Background: an optimization exercise with open tools, aiming at small area. Do not read the settings as production practice. Where RTL was checked, it was by simulation tests only, not by an equivalence proof against the original. Power is estimated from default activity; no workload was simulated.

==> wip/delta: inputs <==
==> flow/design.v (excerpt) <==
module quad_spi_top (
  hclk_i, hresetn_i, hsel_i, haddr_i, htrans_i, hwrite_i, hsize_i, hburst_i,
  hwdata_i, hrdata_o, hready_o, hresp_o,
  tx_fifo_space, rx_fifo_fill,
  qspi_clk_o, qspi_d_i, qspi_d_o, qspi_d_oe, qspi_cs_n_o
);
input            hclk_i;
input            hresetn_i;
input            hsel_i;
input   [31:0]   haddr_i;
input   [1:0]    htrans_i;
input            hwrite_i;
input   [2:0]    hsize_i;
input   [2:0]    hburst_i;
input   [31:0]   hwdata_i;
output  [31:0]   hrdata_o;
output           hready_o;
output  [1:0]    hresp_o;
output  [3:0]    tx_fifo_space;
output  [3:0]    rx_fifo_fill;
output           qspi_clk_o;
input   [3:0]    qspi_d_i;
output  [3:0]    qspi_d_o;
output  [3:0]    qspi_d_oe;
output           qspi_cs_n_o;
wire        val;
wire [2:0]  asel;
wire        rd;
wire [3:0]  ben;
wire [31:0] rdata;
wire        ack;
wire        busy;
wire        op_st;
wire [7:0]  prescal;
wire [1:0]  fmode, dmode, adsize, admode, imode;
wire [7:0]  instr;
wire [31:0] dlr, faddr;
wire        sclk, rise, fall;
wire        tx_wr, tx_rd, tx_nfull;
wire [7:0]  tx_d, tx_q;
wire [4:0]  tx_used;
wire        rx_wr, rx_rd, rx_nempty, rx_clr;
wire [7:0]  rx_d, rx_q;
wire [4:0]  rx_used;
assign tx_fifo_space = (tx_used == 5'd0) ? 4'hf : (4'd0 - tx_used[3:0]);
  ...
export LEC_CHECK = 0
export CAP_MARGIN = 20
export CORE_MARGIN = 2
export CORE_UTILIZATION = 60
export CTS_BUF_LIST = sky130_fd_sc_hd__clkbuf_16
export CTS_CLUSTER_DIAMETER = 100
export CTS_CLUSTER_SIZE = 30
export SLEW_MARGIN = 20
create_clock -name core_clock -period 10.0 [get_ports {hclk_i}]
run.sh (not shown) runs the stock make flow with config.mk's settings and CLKGATE_MAP_FILE= SYNTH_SCRIPT=/design/flow/synth_recipe.tcl, a recipe that flattens the netlist after the stock synthesis.
==> wip/juniper: changes against wip/delta <==
--- a/flow/design.v
+++ b/flow/design.v
@@ -1,55 +1,59 @@
-module ffdc_128x8 (clk, rst_n, clr, wr, d, rd, q, nfull, nempty, used);
-parameter CLR = 1;
+module ffdc_128x8 (clk, rst_n, clr, wr, d, rd, q, nfull, nempty, level);
+parameter CLR  = 1;
+parameter FREE = 0;
 input            clk;
 input            rst_n;
 input            clr;
 input            wr;
 input  [7:0]     d;
 input            rd;
 output reg [7:0] q;
 output           nfull;
 output           nempty;
-output [4:0]     used;
+output reg [4:0] level;
 reg  [7:0]  mem [0:15];
 reg  [3:0]  rptr;
-reg  [4:0]  cnt;
-wire [3:0]  wptr = rptr + cnt[3:0];
-wire        c    = CLR ? clr : 1'b0;
-wire        do_wr = wr & ~cnt[4];
-wire        do_rd = rd & (cnt != 5'd0);
+wire [3:0]  wptr  = FREE ? (rptr - level[3:0]) : (rptr + level[3:0]);
+wire        c     = CLR ? clr : 1'b0;
+wire        full  = FREE ? (level == 5'd0) : level[4];
+wire        empty = FREE ? level[4] : (level == 5'd0);
+wire        do_wr = wr & ~full;
+wire        do_rd = rd & ~empty;
 wire [15:0] rsel  = 16'd1 << rptr;
 reg  [7:0]  rdata;
 integer     k;
 always @(*) begin
   rdata = 8'h00;
   for (k = 0; k < 16; k = k + 1)
     rdata = rdata | (mem[k] & {8{rsel[k]}});
 end
-assign nfull  = ~cnt[4];
-assign nempty = (cnt != 5'd0);
-assign used   = cnt;
+assign nfull  = ~full;
+assign nempty = ~empty;
 always @(posedge clk) begin
   if (do_wr && !c)
     mem[wptr] <= d;
 end
 always @(posedge clk or negedge rst_n) begin
   if (!rst_n) begin
-    rptr <= 4'd0;
-    cnt  <= 5'd0;
-    q    <= 8'h00;
+    rptr  <= 4'd0;
+    level <= FREE ? 5'd16 : 5'd0;
+    q     <= 8'h00;
   end
   else if (c) begin
-    rptr <= 4'd0;
-    cnt  <= 5'd0;
+    rptr  <= 4'd0;
+    level <= FREE ? 5'd16 : 5'd0;
   end
   else begin
     if (do_rd) begin
       rptr <= rptr + 1'b1;
       q    <= rdata;
     end
-    cnt <= cnt + {4'd0, do_wr} - {4'd0, do_rd};
+    if (FREE)
+      level <= level - {4'd0, do_wr} + {4'd0, do_rd};
+    else
+      level <= level + {4'd0, do_wr} - {4'd0, do_rd};
   end
 end
 endmodule
 module qspi_clk_div (clk, rst_n, prescal, sclk, rise, fall);
 input        clk;
@@ -100,11 +104,12 @@
 output reg [3:0] ben_o;
 input  [31:0] rdata_i;
 input         ack_i;
 reg        st_data;      
 reg        st_err;       
-reg [31:0] hrdata_r;
+reg        hr_ok;        
+reg [31:0] hrdata_r;     
 wire nseq  = (htrans_i == 2'b10);
 wire seq   = (htrans_i == 2'b11);
 wire legal = (hburst_i[2:1] == 2'b00) & ((hsize_i == 3'b000) | (hsize_i == 3'b001) | (hsize_i == 3'b010));
 wire idle  = ~st_data & ~st_err;
 wire start_ok  = idle & hsel_i & nseq & legal;
@@ -118,35 +123,36 @@
 wire [3:0]  ben_c  = (hsize_i == 3'b000) ? (4'b0001 << haddr_i[1:0]) :
                      (hsize_i == 3'b001) ? (haddr_i[1] ? 4'b1100 : 4'b0011) : 4'b1111;
 assign val_o    = st_data;
 assign hready_o = st_data ? ack_i : ~(idle & hsel_i & htrans_i[0]);
 assign hresp_o  = {1'b0, start_err | st_err};
-assign hrdata_o = (st_data & ack_i) ? rdata_i : hrdata_r;
+assign hrdata_o = (st_data & ack_i) ? rdata_i : (hr_ok ? hrdata_r : 32'h0);
 always @(posedge clk or negedge rst_n) begin
   if (!rst_n) begin
     st_data  <= 1'b0;
     st_err   <= 1'b0;
-    hrdata_r <= 32'h0;
-    rd_o     <= 1'b0;
-    asel_o   <= 3'd0;
-    ben_o    <= 4'b0000;
+    hr_ok    <= 1'b0;
   end
   else begin
-    hrdata_r <= hrdata_o;
+    hr_ok    <= 1'b1;
     st_err   <= start_err;
     if (start_ok)
       st_data <= 1'b1;
     else if (st_data & ack_i & ~(hsel_i & seq))
       st_data <= 1'b0;
-    if (start_ok)
-      rd_o <= ~hwrite_i;
-    if (start_ok | (st_data & seq)) begin
-      asel_o <= asel_c;
-      ben_o  <= ben_c;
-    end
   end
 end
+always @(posedge clk) begin
+  if (start_ok)
+    rd_o <= ~hwrite_i;
+  if (start_ok | (st_data & seq)) begin
+    asel_o <= asel_c;
+    ben_o  <= ben_c;
+  end
+end
+always @(posedge clk)
+  hrdata_r <= hrdata_o;
 endmodule
 module qspi_ctrl_reg (
   clk, rst_n, val, asel, rd, ben, wdata, rdata, ack, busy, op_st,
   prescal, dlr, fmode, dmode, adsize, admode, imode, instr, faddr,
   tx_wr, tx_d, tx_nfull, rx_rd, rx_q, rx_nempty, cs_n
@@ -350,11 +356,12 @@
 reg        start_pend;
 reg        cs_n_r, cs_n_r1;
 reg [2:0]  phase;
 reg [7:0]  addr_t;      
 reg [23:0] addr_l;      
-reg [31:0] tcnt;
+reg [31:0] tcnt;        
+reg [1:0]  acnt;        
 reg        eo_instr, eo_addr, eo_wr, eo_rd;
 reg        tx_rd_n;
 reg        clk_oe;
 reg [3:0]  d_o_c, d_oe_c;
 reg        clk_oe_c;
@@ -363,10 +370,11 @@
 wire [2:0] ph_inst = (imode == 2'b01) ? 3'd7 : (imode == 2'b10) ? 3'd3 : (imode == 2'b11) ? 3'd1 : 3'd0;
 wire [2:0] ph_addr = (admode == 2'b01) ? 3'd7 : (admode == 2'b10) ? 3'd3 : (admode == 2'b11) ? 3'd1 : 3'd0;
 wire [2:0] ph_dat  = (dmode == 2'b01) ? 3'd7 : (dmode == 2'b10) ? 3'd3 : (dmode == 2'b11) ? 3'd1 : 3'd0;
 wire       ph0     = (phase == 3'd0);
 wire       tz      = (tcnt == 32'h0);
+wire       az      = (acnt == 2'd0);
 always @(posedge clk or negedge rst_n) begin
   if (!rst_n)
     start_pend <= 1'b0;
   else
     start_pend <= start_req & ~(rise & (state == IDLE));
@@ -419,11 +427,10 @@
     addr_l   <= 24'h0;
     eo_addr  <= 1'b0;
     eo_wr    <= 1'b0;
     eo_rd    <= 1'b0;
     tx_rd_n  <= 1'b1;
-    rx_d     <= 8'h00;
   end
   else if (rise) begin
     case (nst)
       IDLE: begin
         phase    <= 3'd0;
@@ -462,11 +469,11 @@
       end
       ADDR: begin
         eo_instr <= 1'b0;
         tx_rd_n  <= 1'b1;
         if (ph0) begin
-          if (tz) begin
+          if (az) begin
             eo_addr <= 1'b1;
             phase   <= ph_dat;
           end
           else begin
             phase   <= ph_addr;
@@ -505,50 +512,39 @@
             eo_rd <= 1'b0;
           end
         end
         else
           phase <= phase - 1'b1;
-        case (dmode)
-          2'b01: rx_d <= {rx_d[6:0], qspi_d_i[1]};
-          2'b10: rx_d <= {rx_d[5:0], qspi_d_i[1:0]};
-          2'b11: rx_d <= {rx_d[3:0], qspi_d_i[3:0]};
-          default: ;
-        endcase
       end
       default: ;
     endcase
   end
 end
 always @(posedge clk) begin
   if (rise) begin
     case (nst)
-      START:
-        tcnt <= {30'h0, adsize};
-      INSTR: begin
-        if (ph0) begin
-          if (admode != 2'b00)
-            tcnt <= {30'h0, adsize};
-          else
-            tcnt <= dlr;
-        end
-      end
-      ADDR: begin
-        if (ph0) begin
-          if (tz)
-            tcnt <= dlr;
-          else
-            tcnt <= tcnt - 1'b1;
-        end
+      START: begin
+        tcnt <= dlr;
+        acnt <= adsize;
       end
-      WR_DA, RD_DA: begin
+      INSTR:
+        if (ph0)
+          acnt <= adsize;
+      ADDR:
+        if (ph0 && !az)
+          acnt <= acnt - 1'b1;
+      WR_DA, RD_DA:
         if (ph0 && !tz)
           tcnt <= tcnt - 1'b1;
-      end
       default: ;
     endcase
   end
 end
+always @(posedge clk) begin
+  if (rise && nst == RD_DA)
+    rx_d <= {rx_d[6:0], qspi_d_i[1]};
+end
 reg [7:0] obyte;
 reg [1:0] omode;
 reg [3:0] obits;
 always @(*) begin
   case (nst)
@@ -638,15 +634,15 @@
 wire [7:0]  instr;
 wire [31:0] dlr, faddr;
 wire        sclk, rise, fall;
 wire        tx_wr, tx_rd, tx_nfull;
 wire [7:0]  tx_d, tx_q;
-wire [4:0]  tx_used;
+wire [4:0]  tx_free;
 wire        rx_wr, rx_rd, rx_nempty, rx_clr;
 wire [7:0]  rx_d, rx_q;
 wire [4:0]  rx_used;
-assign tx_fifo_space = (tx_used == 5'd0) ? 4'hf : (4'd0 - tx_used[3:0]);
+assign tx_fifo_space = tx_free[4] ? 4'hf : tx_free[3:0];
 assign rx_fifo_fill  = rx_used[4] ? 4'hf : rx_used[3:0];
 qspi_clk_div u_clk_div (
   .clk(hclk_i), .rst_n(hresetn_i), .prescal(prescal),
   .sclk(sclk), .rise(rise), .fall(fall));
 qspi_ahb_slave_itf u_ahb_if (
@@ -659,18 +655,18 @@
   .wdata(hwdata_i), .rdata(rdata), .ack(ack), .busy(busy), .op_st(op_st),
   .prescal(prescal), .dlr(dlr), .fmode(fmode), .dmode(dmode), .adsize(adsize),
   .admode(admode), .imode(imode), .instr(instr), .faddr(faddr),
   .tx_wr(tx_wr), .tx_d(tx_d), .tx_nfull(tx_nfull),
   .rx_rd(rx_rd), .rx_q(rx_q), .rx_nempty(rx_nempty), .cs_n(qspi_cs_n_o));
-ffdc_128x8 #(.CLR(0)) u_wr_dat_fifo (
+ffdc_128x8 #(.CLR(0), .FREE(1)) u_wr_dat_fifo (
   .clk(hclk_i), .rst_n(hresetn_i), .clr(1'b0),
   .wr(tx_wr), .d(tx_d), .rd(tx_rd), .q(tx_q),
-  .nfull(tx_nfull), .nempty(), .used(tx_used));
-ffdc_128x8 #(.CLR(1)) u_rd_dat_fifo (
+  .nfull(tx_nfull), .nempty(), .level(tx_free));
+ffdc_128x8 #(.CLR(1), .FREE(0)) u_rd_dat_fifo (
   .clk(hclk_i), .rst_n(hresetn_i), .clr(rx_clr),
   .wr(rx_wr), .d(rx_d), .rd(rx_rd), .q(rx_q),
-  .nfull(), .nempty(rx_nempty), .used(rx_used));
+  .nfull(), .nempty(rx_nempty), .level(rx_used));
 qspi_shifter u_qspi_shifter (
   .clk(hclk_i), .rst_n(hresetn_i), .sclk(sclk), .rise(rise), .fall(fall),
   .op_st(op_st), .fmode(fmode), .admode(admode), .imode(imode), .dmode(dmode),
   .instr(instr), .faddr(faddr), .adsize(adsize), .dlr(dlr),
   .busy(busy), .qspi_clk_o(qspi_clk_o), .qspi_cs_n_o(qspi_cs_n_o),
==> flow/flow/run.sh (new file) <==
#!/bin/bash
# The standard layout (the standard.sh: standard synthesis, floorplan,
# placement, CTS, routing), with the smallest buffer as the port buffer cell.
# Every input and output port still gets its own buffer.
set -euo pipefail
export BUFFER_PORTS_ARGS="-buffer_cell sky130_fd_sc_hd__buf_1"
bash standard.sh > standard.log 2>&1
==> flow/standard.sh (new file) <==
#!/bin/bash
# synth_recipe.tcl (not shown) runs the flow's synth.tcl, then flattens the netlist and writes it again
# the make line also repeats each setting of config.mk as NAME=value (left out here)
make -C /OpenROAD-flow-scripts/flow DESIGN_CONFIG=/design/flow/config.mk WORK_HOME=/design/flow/orfs CLKGATE_MAP_FILE= SYNTH_SCRIPT=/design/flow/synth_recipe.tcl "${@:-finish}"
--- a/flow/config.mk
+++ b/flow/config.mk
@@ -6,9 +6,9 @@
 export NUM_CORES = 4
 export LEC_CHECK = 0
 export CAP_MARGIN = 20
 export CORE_MARGIN = 2
 export CORE_UTILIZATION = 60
-export CTS_BUF_LIST = sky130_fd_sc_hd__clkbuf_16
-export CTS_CLUSTER_DIAMETER = 100
-export CTS_CLUSTER_SIZE = 30
+export CTS_BUF_LIST = sky130_fd_sc_hd__clkbuf_8 sky130_fd_sc_hd__clkbuf_16
+export CTS_CLUSTER_DIAMETER = 80
+export CTS_CLUSTER_SIZE = 20
 export SLEW_MARGIN = 20
removed: flow/run.sh
==> notes <==
Of wip/delta and wip/juniper, wip/juniper has the higher maximum frequency (gap 5.3%, measured against wip/juniper).
In wip/delta the core utilization is higher than in wip/juniper, by 0.31 points.
Against wip/juniper, the power of wip/delta is lower by 17%.
Final cell count: wip/delta is larger than wip/juniper (about 2.8%).
Against wip/juniper, the first-iteration DRC count of wip/delta is larger by about 12%.
Of wip/delta and wip/juniper, wip/juniper has the higher clock-buffer cell count (gap 16).
Register-to-register slack: wip/delta is lower than wip/juniper (0.19 ns).
In wip/delta the synthesized area is larger than in wip/juniper, by about 2.6%.
Against wip/juniper, the hold slack of wip/delta is higher by 0.0051 ns.
Function not checked in wip/delta: the RTL went through the layout flow alone.

========
==> job 7265: inputs <==
quad_spi_top, a different RTL version from the one above (not shown whole).
export LEC_CHECK = 0
export CAP_MARGIN = 20
export CORE_MARGIN = 2
export CORE_UTILIZATION = 60
export CTS_BUF_LIST = sky130_fd_sc_hd__clkbuf_16
export CTS_CLUSTER_DIAMETER = 100
export CTS_CLUSTER_SIZE = 28
export SLEW_MARGIN = 20
create_clock -name core_clock -period 10.0 [get_ports {hclk_i}]
standard.sh (not shown) runs the stock make flow with config.mk's settings and CLKGATE_MAP_FILE= SYNTH_SCRIPT=/design/flow/synth_recipe.tcl, a recipe that flattens the netlist after the stock synthesis.
==> flow/flow/run.sh <==
#!/bin/bash
# The standard layout (the standard.sh: standard synthesis, floorplan,
# placement, CTS, routing), with the smallest buffer as the port buffer cell.
# Every input and output port still gets its own buffer.
set -euo pipefail
export BUFFER_PORTS_ARGS="-buffer_cell sky130_fd_sc_hd__buf_1"
bash standard.sh > standard.log 2>&1
==> inputs of job 6110, as changes to job 7265 <==
--- a/flow/design.v
+++ b/flow/design.v
@@ -1,60 +1,56 @@
-module ffdc_128x8 (clk, rst_n, clr, wr, d, rd, q, nfull, nempty, level);
-parameter CLR  = 1;
-parameter FREE = 0;
+module ffdc_128x8 (clk, rst_n, clr, wr, d, rd, q, nfull, nempty, used);
+parameter CLR = 1;
 input            clk;
 input            rst_n;
 input            clr;
 input            wr;
 input  [7:0]     d;
 input            rd;
 output reg [7:0] q;
 output           nfull;
 output           nempty;
-output reg [4:0] level;
+output [4:0]     used;
 reg  [7:0]  mem [0:15];
 reg  [3:0]  rptr;
-wire [3:0]  wptr  = FREE ? (rptr - level[3:0]) : (rptr + level[3:0]);
-wire        c     = CLR ? clr : 1'b0;
-wire        full  = FREE ? (level == 5'd0) : level[4];
-wire        empty = FREE ? level[4] : (level == 5'd0);
-wire        do_wr = wr & ~full;
-wire        do_rd = rd & ~empty;
+reg  [4:0]  cnt;
+wire [3:0]  wptr = rptr + cnt[3:0];
+wire        c    = CLR ? clr : 1'b0;
+wire        do_wr = wr & ~cnt[4];
+wire        do_rd = rd & (cnt != 5'd0);
 wire [15:0] rsel  = 16'd1 << rptr;
 reg  [7:0]  rdata;
 integer     k;
 always @(*) begin
   rdata = 8'h00;
   for (k = 0; k < 16; k = k + 1)
     rdata = rdata | (mem[k] & {8{rsel[k]}});
 end
-assign nfull  = ~full;
-assign nempty = ~empty;
+assign nfull  = ~cnt[4];
+assign nempty = (cnt != 5'd0);
+assign used   = cnt;
 always @(posedge clk) begin
   if (do_wr && !c)
     mem[wptr] <= d;
 end
 always @(posedge clk or negedge rst_n) begin
   if (!rst_n) begin
-    rptr  <= 4'd0;
-    level <= FREE ? 5'd16 : 5'd0;
-    q     <= 8'h00;
+    rptr <= 4'd0;
+    cnt  <= 5'd0;
+    q    <= 8'h00;
   end
   else if (c) begin
-    rptr  <= 4'd0;
-    level <= FREE ? 5'd16 : 5'd0;
+    rptr <= 4'd0;
+    cnt  <= 5'd0;
   end
   else begin
     if (do_rd) begin
       rptr <= rptr + 1'b1;
       q    <= rdata;
     end
-    if (FREE)
-      level <= level - {4'd0, do_wr} + {4'd0, do_rd};
-    else
-      level <= level + {4'd0, do_wr} - {4'd0, do_rd};
+    cnt <= cnt + {4'd0, do_wr} - {4'd0, do_rd};
   end
 end
 endmodule
 module qspi_clk_div (clk, rst_n, prescal, sclk, rise, fall);
 input        clk;
 input        rst_n;
@@ -103,14 +99,13 @@
 output reg    rd_o;
 output reg [3:0] ben_o;
 input  [31:0] rdata_i;
 input         ack_i;
 reg        st_data;      
 reg        st_err;       
-reg        hr_ok;        
-reg [31:0] hrdata_r;     
+reg [31:0] hrdata_r;
 wire nseq  = (htrans_i == 2'b10);
 wire seq   = (htrans_i == 2'b11);
 wire legal = (hburst_i[2:1] == 2'b00) & ((hsize_i == 3'b000) | (hsize_i == 3'b001) | (hsize_i == 3'b010));
 wire idle  = ~st_data & ~st_err;
 wire start_ok  = idle & hsel_i & nseq & legal;
 wire start_err = idle & hsel_i & (htrans_i[0] | (nseq & ~legal));
@@ -122,24 +117,24 @@
                      (aw == 14'h0008) ? 3'd4 : 3'd7;
 wire [3:0]  ben_c  = (hsize_i == 3'b000) ? (4'b0001 << haddr_i[1:0]) :
                      (hsize_i == 3'b001) ? (haddr_i[1] ? 4'b1100 : 4'b0011) : 4'b1111;
 assign val_o    = st_data;
 assign hready_o = st_data ? ack_i : ~(idle & hsel_i & htrans_i[0]);
 assign hresp_o  = {1'b0, start_err | st_err};
-assign hrdata_o = (st_data & ack_i) ? rdata_i : (hr_ok ? hrdata_r : 32'h0);
+assign hrdata_o = (st_data & ack_i) ? rdata_i : hrdata_r;
 always @(posedge clk or negedge rst_n) begin
   if (!rst_n) begin
     st_data  <= 1'b0;
     st_err   <= 1'b0;
-    hr_ok    <= 1'b0;
+    hrdata_r <= 32'h0;
     rd_o     <= 1'b0;
     asel_o   <= 3'd0;
     ben_o    <= 4'b0000;
   end
   else begin
-    hr_ok    <= 1'b1;
+    hrdata_r <= hrdata_o;
     st_err   <= start_err;
     if (start_ok)
       st_data <= 1'b1;
     else if (st_data & ack_i & ~(hsel_i & seq))
       st_data <= 1'b0;
     if (start_ok)
@@ -147,14 +142,12 @@
     if (start_ok | (st_data & seq)) begin
       asel_o <= asel_c;
       ben_o  <= ben_c;
     end
   end
 end
-always @(posedge clk)
-  hrdata_r <= hrdata_o;
 endmodule
 module qspi_ctrl_reg (
   clk, rst_n, val, asel, rd, ben, wdata, rdata, ack, busy, op_st,
   prescal, dlr, fmode, dmode, adsize, admode, imode, instr, faddr,
   tx_wr, tx_d, tx_nfull, rx_rd, rx_q, rx_nempty, cs_n
 );
@@ -356,27 +349,25 @@
 reg [2:0]  state, nst;
 reg        start_pend;
 reg        cs_n_r, cs_n_r1;
 reg [2:0]  phase;
 reg [7:0]  addr_t;      
 reg [23:0] addr_l;      
-reg [31:0] tcnt;        
-reg [1:0]  acnt;        
+reg [31:0] tcnt;
 reg        eo_instr, eo_addr, eo_wr, eo_rd;
 reg        tx_rd_n;
 reg        clk_oe;
 reg [3:0]  d_o_c, d_oe_c;
 reg        clk_oe_c;
 wire start_req = op_st | start_pend;
 assign busy = (state != IDLE) | start_req;
 wire [2:0] ph_inst = (imode == 2'b01) ? 3'd7 : (imode == 2'b10) ? 3'd3 : (imode == 2'b11) ? 3'd1 : 3'd0;
 wire [2:0] ph_addr = (admode == 2'b01) ? 3'd7 : (admode == 2'b10) ? 3'd3 : (admode == 2'b11) ? 3'd1 : 3'd0;
 wire [2:0] ph_dat  = (dmode == 2'b01) ? 3'd7 : (dmode == 2'b10) ? 3'd3 : (dmode == 2'b11) ? 3'd1 : 3'd0;
 wire       ph0     = (phase == 3'd0);
 wire       tz      = (tcnt == 32'h0);
-wire       az      = (acnt == 2'd0);
 always @(posedge clk or negedge rst_n) begin
   if (!rst_n)
     start_pend <= 1'b0;
   else
     start_pend <= start_req & ~(rise & (state == IDLE));
 end
@@ -470,13 +461,13 @@
         end
       end
       ADDR: begin
         eo_instr <= 1'b0;
         tx_rd_n  <= 1'b1;
         if (ph0) begin
-          if (az) begin
+          if (tz) begin
             eo_addr <= 1'b1;
             phase   <= ph_dat;
           end
           else begin
             phase   <= ph_addr;
             eo_addr <= 1'b0;
@@ -527,25 +518,34 @@
     endcase
   end
 end
 always @(posedge clk) begin
   if (rise) begin
     case (nst)
-      START: begin
-        tcnt <= dlr;
-        acnt <= adsize;
+      START:
+        tcnt <= {30'h0, adsize};
+      INSTR: begin
+        if (ph0) begin
+          if (admode != 2'b00)
+            tcnt <= {30'h0, adsize};
+          else
+            tcnt <= dlr;
+        end
       end
-      INSTR:
-        if (ph0)
-          acnt <= adsize;
-      ADDR:
-        if (ph0 && !az)
-          acnt <= acnt - 1'b1;
-      WR_DA, RD_DA:
+      ADDR: begin
+        if (ph0) begin
+          if (tz)
+            tcnt <= dlr;
+          else
+            tcnt <= tcnt - 1'b1;
+        end
+      end
+      WR_DA, RD_DA: begin
         if (ph0 && !tz)
           tcnt <= tcnt - 1'b1;
+      end
       default: ;
     endcase
   end
 end
 reg [7:0] obyte;
 reg [1:0] omode;
@@ -637,17 +637,17 @@
 wire [1:0]  fmode, dmode, adsize, admode, imode;
 wire [7:0]  instr;
 wire [31:0] dlr, faddr;
 wire        sclk, rise, fall;
 wire        tx_wr, tx_rd, tx_nfull;
 wire [7:0]  tx_d, tx_q;
-wire [4:0]  tx_free;
+wire [4:0]  tx_used;
 wire        rx_wr, rx_rd, rx_nempty, rx_clr;
 wire [7:0]  rx_d, rx_q;
 wire [4:0]  rx_used;
-assign tx_fifo_space = tx_free[4] ? 4'hf : tx_free[3:0];
+assign tx_fifo_space = (tx_used == 5'd0) ? 4'hf : (4'd0 - tx_used[3:0]);
 assign rx_fifo_fill  = rx_used[4] ? 4'hf : rx_used[3:0];
 qspi_clk_div u_clk_div (
   .clk(hclk_i), .rst_n(hresetn_i), .prescal(prescal),
   .sclk(sclk), .rise(rise), .fall(fall));
 qspi_ahb_slave_itf u_ahb_if (
   .clk(hclk_i), .rst_n(hresetn_i), .hsel_i(hsel_i), .haddr_i(haddr_i),
@@ -658,20 +658,20 @@
   .clk(hclk_i), .rst_n(hresetn_i), .val(val), .asel(asel), .rd(rd), .ben(ben),
   .wdata(hwdata_i), .rdata(rdata), .ack(ack), .busy(busy), .op_st(op_st),
   .prescal(prescal), .dlr(dlr), .fmode(fmode), .dmode(dmode), .adsize(adsize),
   .admode(admode), .imode(imode), .instr(instr), .faddr(faddr),
   .tx_wr(tx_wr), .tx_d(tx_d), .tx_nfull(tx_nfull),
   .rx_rd(rx_rd), .rx_q(rx_q), .rx_nempty(rx_nempty), .cs_n(qspi_cs_n_o));
-ffdc_128x8 #(.CLR(0), .FREE(1)) u_wr_dat_fifo (
+ffdc_128x8 #(.CLR(0)) u_wr_dat_fifo (
   .clk(hclk_i), .rst_n(hresetn_i), .clr(1'b0),
   .wr(tx_wr), .d(tx_d), .rd(tx_rd), .q(tx_q),
-  .nfull(tx_nfull), .nempty(), .level(tx_free));
-ffdc_128x8 #(.CLR(1), .FREE(0)) u_rd_dat_fifo (
+  .nfull(tx_nfull), .nempty(), .used(tx_used));
+ffdc_128x8 #(.CLR(1)) u_rd_dat_fifo (
   .clk(hclk_i), .rst_n(hresetn_i), .clr(rx_clr),
   .wr(rx_wr), .d(rx_d), .rd(rx_rd), .q(rx_q),
-  .nfull(), .nempty(rx_nempty), .level(rx_used));
+  .nfull(), .nempty(rx_nempty), .used(rx_used));
 qspi_shifter u_qspi_shifter (
   .clk(hclk_i), .rst_n(hresetn_i), .sclk(sclk), .rise(rise), .fall(fall),
   .op_st(op_st), .fmode(fmode), .admode(admode), .imode(imode), .dmode(dmode),
   .instr(instr), .faddr(faddr), .adsize(adsize), .dlr(dlr),
   .busy(busy), .qspi_clk_o(qspi_clk_o), .qspi_cs_n_o(qspi_cs_n_o),
   .qspi_d_o(qspi_d_o), .qspi_d_i(qspi_d_i), .qspi_d_oe(qspi_d_oe),
- CTS_CLUSTER_SIZE: 28 -> 30
==> notes <==
Against job 7265, the fmax of job 6110 is higher by about 2.6%.
Against job 7265, the worst hold slack of job 6110 is higher by 0.0018 ns.
Power: job 7265 is higher than job 6110 (about 20%).
Against job 6110, the first-iteration DRC count of job 7265 is higher by 31%.
In job 6110 the sequential share of layout area is lower than in job 7265, by 0.20 points.
==> figures <==
Gate power share: job 6110 0.086; job 7265 0.194
Global-route wire length before repair: job 6110 101000 µm; job 7265 101000 µm
Pre-CTS setup slack: job 6110 4.63 ns; job 7265 4.37 ns
Final critical path time including I/O delays and setup: job 6110 5.56 ns; job 7265 5.71 ns
Cell with the biggest individual delay on the critical path: job 6110 sky130_fd_sc_hd__nand2_2; job 7265 sky130_fd_sc_hd__a2111oi_0
Count of clock-net buffers in the final layout: job 6110 23; job 7265 25
Sum of met3 wire segment lengths after detailed routing: job 6110 3490 µm; job 7265 4310 µm
Maximum fanout count along the critical path: job 6110 64; job 7265 3
Result of the run: job 6110 finished clean; job 7265 finished clean
Worst reg-to-reg setup slack: job 6110 5.52 ns; job 7265 5.82 ns
GR met2 Demand/Resource: job 6110 0.452; job 7265 0.429
No functional check of the RTL was part of job 6110.

-- afterwards: timing with drivers on the ports --
No port has a modelled driver above. Below, the same layouts with a new extraction and two added sets of constraints. Step 1 sets driving cells, clkbuf_16 on the clock port and buf_2 on the other inputs (assumed; they add their load-dependent delay and slew). Step 2 moves the port delays by t, midway between the first and last clock arrival at a register: inputs arrive t later, outputs are due t later. That takes back most of the time a late clock gives input paths. a / b / c = ideal ports / drivers / drivers and shift; a / b = the first two.
run	t (ns)	setup WS [ns]	hold slack, ns	worst setup path at the end	clock arrival spread, ns
wip/delta	0.637	3.913 / 3.891 / 3.891	0.466 / 0.466 / 0.466	input to output	0.027 / 0.027
wip/juniper	0.627	4.234 / 4.214 / 4.214	0.461 / 0.461 / 0.461	input to output	0.022 / 0.021
job 7265	0.651	4.295 / 4.275 / 4.275	0.470 / 0.470 / 0.470	input to output	0.021 / 0.021
job 6110	0.633	4.441 / 4.381 / 4.622	0.472 / 0.472 / 0.472	input to output	0.022 / 0.023
After both steps every run listed still meets setup and hold. For wip/delta, which loses most, drivers alone change the setup slack by -0.022 ns; drivers and shift together by -0.022 ns.
